Background: an optimization exercise with open tools, aiming at small area. Do not read the settings as production practice. Only simulation tests tie the RTL to the original design; equivalence was not proved. Power and IR drop assume default switching activity.

## run A
==> flow/design.v <==
module uButterfly #(
    parameter BITWIDTH = 8,
              BINPUT = 2
) (
    input wire iClk,
    input wire iRstN,
    input wire loadW,
    input wire iClr,
    input wire iReal0,
    input wire iImg0,
    input wire iReal1,
    input wire iImg1,
    input wire [BITWIDTH-1:0] iwReal,
    input wire [BITWIDTH-1:0] iwImg,
    output wire oReal0,
    output wire oImg0,
    output wire oReal1,
    output wire oImg1
);
    reg biZero;
    reg [7:0] wReal, wImg;
    reg [8:0] cntR0, cntR1, cntI0, cntI1;    
    reg [1:0] accScR, accScI, accReq, accIeq;
    reg accR, accI;                           
    reg outR0, outR1, outI0, outI1;
    wire [8:0] selR = iReal1 ? cntR1 : cntR0;
    wire [8:0] selI = iImg1 ? cntI1 : cntI0;
    wire [7:0] randR, randI;
    genvar j;
    generate
        for (j = 0; j < 8; j = j + 1) begin : g_rand
            assign randR[j] = selR[7-j] ^ selR[8-j];
            assign randI[j] = selI[7-j] ^ selI[8-j];
        end
    endgenerate
    wire mRR = (wReal > randR) ^ ~iReal1;    
    wire mRI = (wImg  > randR) ^ ~iReal1;    
    wire mIR = (wReal > randI) ^ ~iImg1;     
    wire mII = (wImg  > randI) ^ ~iImg1;     
    wire [1:0] sumScR = accScR[0] + iReal0 + biZero;
    wire [1:0] sumScI = accScI[0] + iImg0 + biZero;
    wire [1:0] sumReq = accReq[0] + mRR + !mII;
    wire [1:0] sumIeq = accIeq[0] + mRI + mIR;
    wire scR = accScR[1];
    wire scI = accScI[1];
    wire req = accReq[1];
    wire ieq = accIeq[1];
    always @(posedge iClk or negedge iRstN) begin
        if (~iRstN) begin
            biZero <= 1'b0;
            wReal <= 8'd0;
            wImg <= 8'd0;
            cntR0 <= 9'd0;
            cntR1 <= 9'd0;
            cntI0 <= 9'd0;
            cntI1 <= 9'd0;
            accScR <= 2'd0;
            accScI <= 2'd0;
            accReq <= 2'd0;
            accIeq <= 2'd0;
            accR <= 1'b0;
            accI <= 1'b0;
            outR0 <= 1'b0;
            outR1 <= 1'b0;
            outI0 <= 1'b0;
            outI1 <= 1'b0;
        end else begin
            biZero <= ~biZero;
            if (loadW) begin
                wReal <= iwReal;
                wImg <= iwImg;
            end
            if (iClr) begin
                cntR0 <= 9'd0;
                cntR1 <= 9'd0;
                cntI0 <= 9'd0;
                cntI1 <= 9'd0;
            end else begin
                if (iReal1) cntR1 <= cntR1 + 9'd1;
                else        cntR0 <= cntR0 + 9'd1;
                if (iImg1)  cntI1 <= cntI1 + 9'd1;
                else        cntI0 <= cntI0 + 9'd1;
            end
            accScR <= sumScR;
            accScI <= sumScI;
            accReq <= sumReq;
            accIeq <= sumIeq;
            accR <= accR ^ scR ^ req;
            accI <= accI ^ scI ^ ieq;
            outR0 <= (scR & req) | (scR & accR) | (req & accR);
            outR1 <= (scR & !req) | (scR & (accR ^ biZero)) | (!req & (accR ^ biZero));
            outI0 <= (scI & ieq) | (scI & accI) | (ieq & accI);
            outI1 <= (scI & !ieq) | (scI & (accI ^ biZero)) | (!ieq & (accI ^ biZero));
        end
    end
    assign oReal0 = outR0;
    assign oReal1 = outR1;
    assign oImg0 = outI0;
    assign oImg1 = outI1;
endmodule
Settings: LEC_CHECK=0, CAP_MARGIN=20, CORE_MARGIN=2, CORE_UTILIZATION=40, SLEW_MARGIN=20; clock period 5.0 ns.
run.sh (not shown) runs the stock make flow with config.mk's settings and CLKGATE_MAP_FILE= SYNTH_SCRIPT=/design/flow/synth_recipe.tcl, a recipe that flattens the netlist after the stock synthesis.
[inputs] run B vs run A
diff --git a/flow/config.mk b/flow/config.mk
--- a/flow/config.mk
+++ b/flow/config.mk
@@ -7,0 +8 @@
+export ABC_AREA = 1
Number of global-route vias before repair, run B vs run A: up by more than 10%
Summary — multi-input gate share of the layout cell area, run B relative to run A: lower, by 2.6 points.
Per the final summary, run B finished and its layout is clean on timing, DRC and antenna.
Full die area shrinks slightly when moving from run A to run B.
On global router's overall resource usage: between run B and run A, it ends up higher for run B.
The lower post-synthesis cell area of run B and run A is in run B.
Run B: global-route wire length before repair higher than run A
Run B vs. run A: part of the cycle the worst path needs went up by 3.3 points.
Final-layout clock buffer total (run B over run A): decrease, 1
On worst setup slack after layout, run B does worse than run A.
Higher fraction of final layout cells sized beyond drive strength 1 among run B and run A: run B
Count of cell instances traversed by the critical path: run B vs run A down 1

* * *

uButterfly, a different RTL version from the one above (not shown whole).
Size in the first run: ~430 cells after synthesis, ~67 flip-flops, about 3500 sq um of cells after synthesis.
// uButterfly
module uButterfly #(
    parameter BITWIDTH = 8,
              BINPUT = 2
) (
    input wire iClk,
    input wire iRstN,
    input wire loadW,
    input wire iClr,
    input wire iReal0,
    input wire iImg0,
    input wire iReal1,
    input wire iImg1,
    input wire [BITWIDTH-1:0] iwReal,
    input wire [BITWIDTH-1:0] iwImg,
    output wire oReal0,
    output wire oImg0,
    output wire oReal1,
    output wire oImg1
);
==> flow/config.mk <==
export PLATFORM = sky130hd
export DESIGN_NAME = uButterfly
export DESIGN_NICKNAME = uButterfly
export VERILOG_FILES = /design/flow/design.v
export SDC_FILE = /design/flow/constraint.sdc
export NUM_CORES = 4
export LEC_CHECK = 0
export CAP_MARGIN = 20
export CORE_MARGIN = 2
export CORE_UTILIZATION = 40
export SLEW_MARGIN = 20
==> flow/constraint.sdc <==
create_clock -name core_clock -period 5.0 [get_ports {iClk}]
set_input_delay 1.0000 -clock core_clock [delete_from_list [all_inputs] [get_ports {iClk}]]
set_output_delay 1.0000 -clock core_clock [all_outputs]
set_load 0.01 [all_outputs]
standard.sh (not shown) runs the stock make flow with config.mk's settings and CLKGATE_MAP_FILE= SYNTH_SCRIPT=/design/flow/synth_recipe.tcl, a recipe that flattens the netlist after the stock synthesis.
==> flow/flow/run.sh <==
#!/bin/bash
# Layout flow: the standard ORFS flow with three changes that only affect cell area:
#  - synthesis maps with an area-oriented ABC script (flow/area.abc) and without the
#    half/full-adder cells (flow/synth.tcl is synth_recipe.tcl with the ABC script swapped);
#  - ports are buffered with sky130_fd_sc_hd__buf_1 instead of the default delay buffer;
#  - CTS uses small clock buffers and inserts no dummy loads.
# Each tool's output goes to the ORFS logs under orfs/logs/; make's own output to make.log.
set -euo pipefail
W=$(pwd)
RESULTS=$W/orfs/results/$FLOW_PLATFORM/uButterfly/base
export MY_ABC_SCRIPT=$W/flow/area.abc
make -C "$FLOW_HOME" DESIGN_CONFIG="$W/config.mk" WORK_HOME="$W/orfs" CLKGATE_MAP_FILE= \
  SYNTH_SCRIPT="$W/flow/synth.tcl" ADDER_MAP_FILE= \
  BUFFER_PORTS_ARGS="-buffer_cell sky130_fd_sc_hd__buf_1" \
  CTS_ARGS="-sink_clustering_enable -repair_clock_nets -dont_use_dummy_load -buf_list {sky130_fd_sc_hd__clkbuf_2 sky130_fd_sc_hd__clkbuf_4}" \
  finish > "$W/make.log" 2>&1
: # left out here: write the final layout as DEF
==> flow/flow/area.abc <==
strash
dc2
dch -f
amap
==> flow/flow/synth.tcl <==
# The standard synthesis script, with the ABC mapping script replaced by MY_ABC_SCRIPT
proc synth {args} { yosys synth -nofsm -noshare {*}$args }
proc abc {args} {
  set i [lsearch -exact $args -script]
  if {$i >= 0 && [info exists ::env(MY_ABC_SCRIPT)]} {
    lset args [expr {$i + 1}] $::env(MY_ABC_SCRIPT)
  }
  yosys abc {*}$args
}
source $::env(SCRIPTS_DIR)/synth.tcl
# left out here: clear keep_hierarchy, flatten, clean up, hide names made inside functions, write 1_2_yosys.v
Then changed:
--- a/flow/flow/run.sh
+++ b/flow/flow/run.sh
@@ -10,3 +10,3 @@
 RESULTS=$W/orfs/results/$FLOW_PLATFORM/uButterfly/base
-export MY_ABC_SCRIPT=$W/flow/area.abc
+export MY_ABC_SCRIPTS="$(ls $W/flow/a*.abc | tr "\n" " ")"
 make -C "$FLOW_HOME" DESIGN_CONFIG="$W/config.mk" WORK_HOME="$W/orfs" CLKGATE_MAP_FILE= \
@@ -14,3 +14,3 @@
   BUFFER_PORTS_ARGS="-buffer_cell sky130_fd_sc_hd__buf_1" \
-  CTS_ARGS="-sink_clustering_enable -repair_clock_nets -dont_use_dummy_load -buf_list {sky130_fd_sc_hd__clkbuf_2 sky130_fd_sc_hd__clkbuf_4}" \
+  CTS_ARGS="-sink_clustering_enable -sink_clustering_size 70 -sink_clustering_max_diameter 500 -repair_clock_nets -dont_use_dummy_load -buf_list {sky130_fd_sc_hd__clkbuf_4}" \
   finish > "$W/make.log" 2>&1
==> flow/flow/a0.abc (new file) <==
strash
dc2
dch -f
amap
==> flow/flow/a1.abc (new file) <==
strash
&get -n
&deepsyn -T 40 -S 1
&put
dch -f
amap -F 50 -A 50
==> flow/flow/a2.abc (new file) <==
strash
&get -n
&deepsyn -T 40 -S 2
&put
dch -f
amap -F 50 -A 50
==> flow/flow/a3.abc (new file) <==
strash
&get -n
&deepsyn -T 40 -S 3
&put
dch -f
amap -F 50 -A 50
==> flow/flow/a4.abc (new file) <==
strash
&get -n
&deepsyn -T 40 -S 4
&put
dch -f
amap -F 50 -A 50
==> flow/flow/synth.tcl (replaced) <==
# The standard synthesis script (synth_recipe.tcl), except for ABC: each ABC script in
# MY_ABC_SCRIPTS maps the same netlist, and the mapping with the smallest cell area is kept.
# Every candidate's area goes to the synthesis log.
proc synth {args} { yosys synth -nofsm -noshare {*}$args }
proc abc {args} {
  set i [lsearch -exact $args -script]
  set lib [lindex $args [expr {[lsearch -exact $args -liberty] + 1}]]
  if {$i < 0 || ![info exists ::env(MY_ABC_SCRIPTS)]} {
    yosys abc {*}$args
    return
  }
  yosys design -save my_pre_abc
  set best ""
  set best_area 1e18
  set k 0
  foreach script $::env(MY_ABC_SCRIPTS) {
    yosys design -load my_pre_abc
    lset args [expr {$i + 1}] $script
    yosys abc {*}$args
    yosys tee -q -o $::env(OBJECTS_DIR)/my_abc_stat_$k.txt stat -liberty $lib
    set f [open $::env(OBJECTS_DIR)/my_abc_stat_$k.txt]
    set text [read $f]
    close $f
    regexp {Chip area for module[^:]*: *([0-9.]+)} $text -> area
    puts "MY_ABC candidate $k [file tail $script]: area $area"
    if {$area < $best_area} {
      set best_area $area
      set best $k
    }
    yosys design -save my_abc_$k
    incr k
  }
  puts "MY_ABC best candidate $best: area $best_area"
  yosys design -load my_abc_$best
}
source $::env(SCRIPTS_DIR)/synth.tcl
# left out here: clear keep_hierarchy, flatten, clean up, hide names made inside functions, write 1_2_yosys.v
Settings changed: GPL_TIMING_DRIVEN set to 0.
removed: flow/flow/area.abc
Result: Combinational power is lower by about 20%. Critical path depth is higher by 1. Total power is lower by 4.9%.
Then changed:
--- a/flow/flow/run.sh
+++ b/flow/flow/run.sh
@@ -10,3 +10,3 @@
 RESULTS=$W/orfs/results/$FLOW_PLATFORM/uButterfly/base
-export MY_ABC_SCRIPTS="$(ls $W/flow/a*.abc | tr "\n" " ")"
+export MY_ABC_SCRIPT=$W/flow/area.abc
 make -C "$FLOW_HOME" DESIGN_CONFIG="$W/config.mk" WORK_HOME="$W/orfs" CLKGATE_MAP_FILE= \
@@ -14,3 +14,3 @@
   BUFFER_PORTS_ARGS="-buffer_cell sky130_fd_sc_hd__buf_1" \
-  CTS_ARGS="-sink_clustering_enable -sink_clustering_size 70 -sink_clustering_max_diameter 500 -repair_clock_nets -dont_use_dummy_load -buf_list {sky130_fd_sc_hd__clkbuf_4}" \
+  CTS_ARGS="-repair_clock_nets -dont_use_dummy_load -buf_list {sky130_fd_sc_hd__clkbuf_16}" \
   finish > "$W/make.log" 2>&1
==> flow/flow/area.abc (new file) <==
strash
&get -n
&deepsyn -T 60
&put
dch -f
amap -F 50 -A 50
==> flow/flow/synth.tcl (replaced) <==
# The standard synthesis script, with the ABC mapping script replaced by MY_ABC_SCRIPT
proc synth {args} { yosys synth -nofsm -noshare {*}$args }
proc abc {args} {
  set i [lsearch -exact $args -script]
  if {$i >= 0 && [info exists ::env(MY_ABC_SCRIPT)]} {
    lset args [expr {$i + 1}] $::env(MY_ABC_SCRIPT)
  }
  yosys abc {*}$args
}
source $::env(SCRIPTS_DIR)/synth.tcl
# left out here: clear keep_hierarchy, flatten, clean up, hide names made inside functions, write 1_2_yosys.v
removed: flow/flow/a0.abc
removed: flow/flow/a1.abc
removed: flow/flow/a2.abc
removed: flow/flow/a3.abc
removed: flow/flow/a4.abc
What happened:
- The new run finished clean
- setup slack gets worse by 170 ps
- wire length went up by 3.7%
- core utilization went up by 1.9 points
- first-iteration DRC count went down by 12%
- global-route usage went up by 0.57 points
- design area went up by 4.2%
- flip-flop and latch count stays the same
- clock power went up by about 100%
- die area went down by 0.52%
- combinational power went up by about 9%
- maximum frequency went down by 3.9%
Then changed:
--- a/flow/flow/run.sh
+++ b/flow/flow/run.sh
@@ -14,3 +14,3 @@
   BUFFER_PORTS_ARGS="-buffer_cell sky130_fd_sc_hd__buf_1" \
-  CTS_ARGS="-repair_clock_nets -dont_use_dummy_load -buf_list {sky130_fd_sc_hd__clkbuf_16}" \
+  CTS_ARGS="-sink_clustering_enable -sink_clustering_size 70 -sink_clustering_max_diameter 500 -repair_clock_nets -dont_use_dummy_load -buf_list {sky130_fd_sc_hd__clkbuf_4}" \
   finish > "$W/make.log" 2>&1
After rerunning:
- total power drops by 19%
- utilization drops by 2.1 points
- die area stays the same
- setup slack degrades by 14 ps
- fmax drops by 0.31%
- cell count is unchanged
Then changed:
--- a/flow/flow/run.sh
+++ b/flow/flow/run.sh
@@ -10,3 +10,3 @@
 RESULTS=$W/orfs/results/$FLOW_PLATFORM/uButterfly/base
-export MY_ABC_SCRIPT=$W/flow/area.abc
+export MY_ABC_SCRIPTS="$(ls $W/flow/a*.abc | tr "\n" " ")"
 make -C "$FLOW_HOME" DESIGN_CONFIG="$W/config.mk" WORK_HOME="$W/orfs" CLKGATE_MAP_FILE= \
==> flow/flow/a0.abc (new file) <==
strash
dc2
dch -f
amap
==> flow/flow/a1.abc (new file) <==
strash
&get -n
&deepsyn -T 40 -S 1
&put
dch -f
amap -F 50 -A 50
==> flow/flow/a2.abc (new file) <==
strash
&get -n
&deepsyn -T 40 -S 2
&put
dch -f
amap -F 50 -A 50
==> flow/flow/a3.abc (new file) <==
strash
&get -n
&deepsyn -T 40 -S 3
&put
dch -f
amap -F 50 -A 50
==> flow/flow/a4.abc (new file) <==
strash
&get -n
&deepsyn -T 40 -S 4
&put
dch -f
amap -F 50 -A 50
==> flow/flow/synth.tcl (replaced) <==
# The standard synthesis script (synth_recipe.tcl), except for ABC: each ABC script in
# MY_ABC_SCRIPTS maps the same netlist, and the mapping with the smallest cell area is kept.
# Every candidate's area goes to the synthesis log.
proc synth {args} { yosys synth -nofsm -noshare {*}$args }
proc abc {args} {
  set i [lsearch -exact $args -script]
  set lib [lindex $args [expr {[lsearch -exact $args -liberty] + 1}]]
  if {$i < 0 || ![info exists ::env(MY_ABC_SCRIPTS)]} {
    yosys abc {*}$args
    return
  }
  yosys design -save my_pre_abc
  set best ""
  set best_area 1e18
  set k 0
  foreach script $::env(MY_ABC_SCRIPTS) {
    yosys design -load my_pre_abc
    lset args [expr {$i + 1}] $script
    yosys abc {*}$args
    yosys tee -q -o $::env(OBJECTS_DIR)/my_abc_stat_$k.txt stat -liberty $lib
    set f [open $::env(OBJECTS_DIR)/my_abc_stat_$k.txt]
    set text [read $f]
    close $f
    regexp {Chip area for module[^:]*: *([0-9.]+)} $text -> area
    puts "MY_ABC candidate $k [file tail $script]: area $area"
    if {$area < $best_area} {
      set best_area $area
      set best $k
    }
    yosys design -save my_abc_$k
    incr k
  }
  puts "MY_ABC best candidate $best: area $best_area"
  yosys design -load my_abc_$best
}
source $::env(SCRIPTS_DIR)/synth.tcl
# left out here: clear keep_hierarchy, flatten, clean up, hide names made inside functions, write 1_2_yosys.v
Settings changed: CAP_MARGIN 20 to 0, CORE_UTILIZATION 40 to 60, SLEW_MARGIN 20 to 0.
removed: flow/flow/area.abc
=>
- The new run finished clean
- core utilization came out higher by 22 points
- design area came out lower by 1.3%
- non-clock buffer count is lower by 1
Then changed:
--- a/flow/flow/run.sh
+++ b/flow/flow/run.sh
@@ -10,3 +10,3 @@
 RESULTS=$W/orfs/results/$FLOW_PLATFORM/uButterfly/base
-export MY_ABC_SCRIPTS="$(ls $W/flow/a*.abc | tr "\n" " ")"
+export MY_ABC_SCRIPT=$W/flow/area.abc
 make -C "$FLOW_HOME" DESIGN_CONFIG="$W/config.mk" WORK_HOME="$W/orfs" CLKGATE_MAP_FILE= \
@@ -14,3 +14,3 @@
   BUFFER_PORTS_ARGS="-buffer_cell sky130_fd_sc_hd__buf_1" \
-  CTS_ARGS="-sink_clustering_enable -sink_clustering_size 70 -sink_clustering_max_diameter 500 -repair_clock_nets -dont_use_dummy_load -buf_list {sky130_fd_sc_hd__clkbuf_4}" \
+  CTS_ARGS="-sink_clustering_enable -repair_clock_nets -dont_use_dummy_load -sink_clustering_size 40 -sink_clustering_max_diameter 200 -buf_list {sky130_fd_sc_hd__clkbuf_8 sky130_fd_sc_hd__clkbuf_16}" \
   finish > "$W/make.log" 2>&1
==> flow/flow/area.abc (new file) <==
strash
&get -n
&deepsyn -T 60
&put
dch -f
amap -F 50 -A 50
==> flow/flow/synth.tcl (replaced) <==
# The standard synthesis script, with the ABC mapping script replaced by MY_ABC_SCRIPT
proc synth {args} { yosys synth -nofsm -noshare {*}$args }
proc abc {args} {
  set i [lsearch -exact $args -script]
  if {$i >= 0 && [info exists ::env(MY_ABC_SCRIPT)]} {
    lset args [expr {$i + 1}] $::env(MY_ABC_SCRIPT)
  }
  yosys abc {*}$args
}
source $::env(SCRIPTS_DIR)/synth.tcl
# left out here: clear keep_hierarchy, flatten, clean up, hide names made inside functions, write 1_2_yosys.v
Settings changed: CAP_MARGIN 0 to 20, CORE_UTILIZATION 60 to 40, SLEW_MARGIN 0 to 20.
removed: flow/flow/a0.abc
removed: flow/flow/a1.abc
removed: flow/flow/a2.abc
removed: flow/flow/a3.abc
removed: flow/flow/a4.abc
What happened: The changed run ran to the end with no violations; utilization decreases by 21 points; design area increases by a few percent; sequential power increases slightly; power increases by roughly a tenth; register-to-register slack is better by 50 ps.

-- separate check: timing with driven ports --
No port has a modelled driver above. Below, the same layouts with a new extraction and two added sets of constraints. Step 1, drivers: a clkbuf_16 drives iClk and a buf_2 each remaining input, both assumed. Step 2 also shifts input and output timing later by t, the mid clock arrival at the registers, as if the neighbouring blocks saw the same clock. Slacks: ideal / step 1 / step 2; pairs: ideal / step 1.
run	shift t [ns]	slack for setup (ns)	worst setup path after step 2	cell pins on the clock port's net
run A	0.378	1.236 / 1.239 / 0.861	input to register	1
run B	0.391	1.070 / 1.080 / 0.689	input to register	1
the first run of note 2	0.416	1.229 / 1.231 / 0.815	input to register	1
the second run of note 2	0.422	0.727 / 0.729 / 0.307	input to register	1
the third run of note 2	0.348	0.553 / 0.562 / 0.215	input to register	1
the fourth run of note 2	0.415	0.539 / 0.541 / 0.126	input to register	1
the fifth run of note 2	0.410	0.758 / 0.759 / 0.348	input to register	1
the sixth run of note 2	0.355	0.518 / 0.525 / 0.170	input to register	1
After both steps every run listed still meets setup and hold. The setup slack of the second run of note 2, which loses most, moves by +0.002 ns with the drivers and by -0.420 ns with both steps.
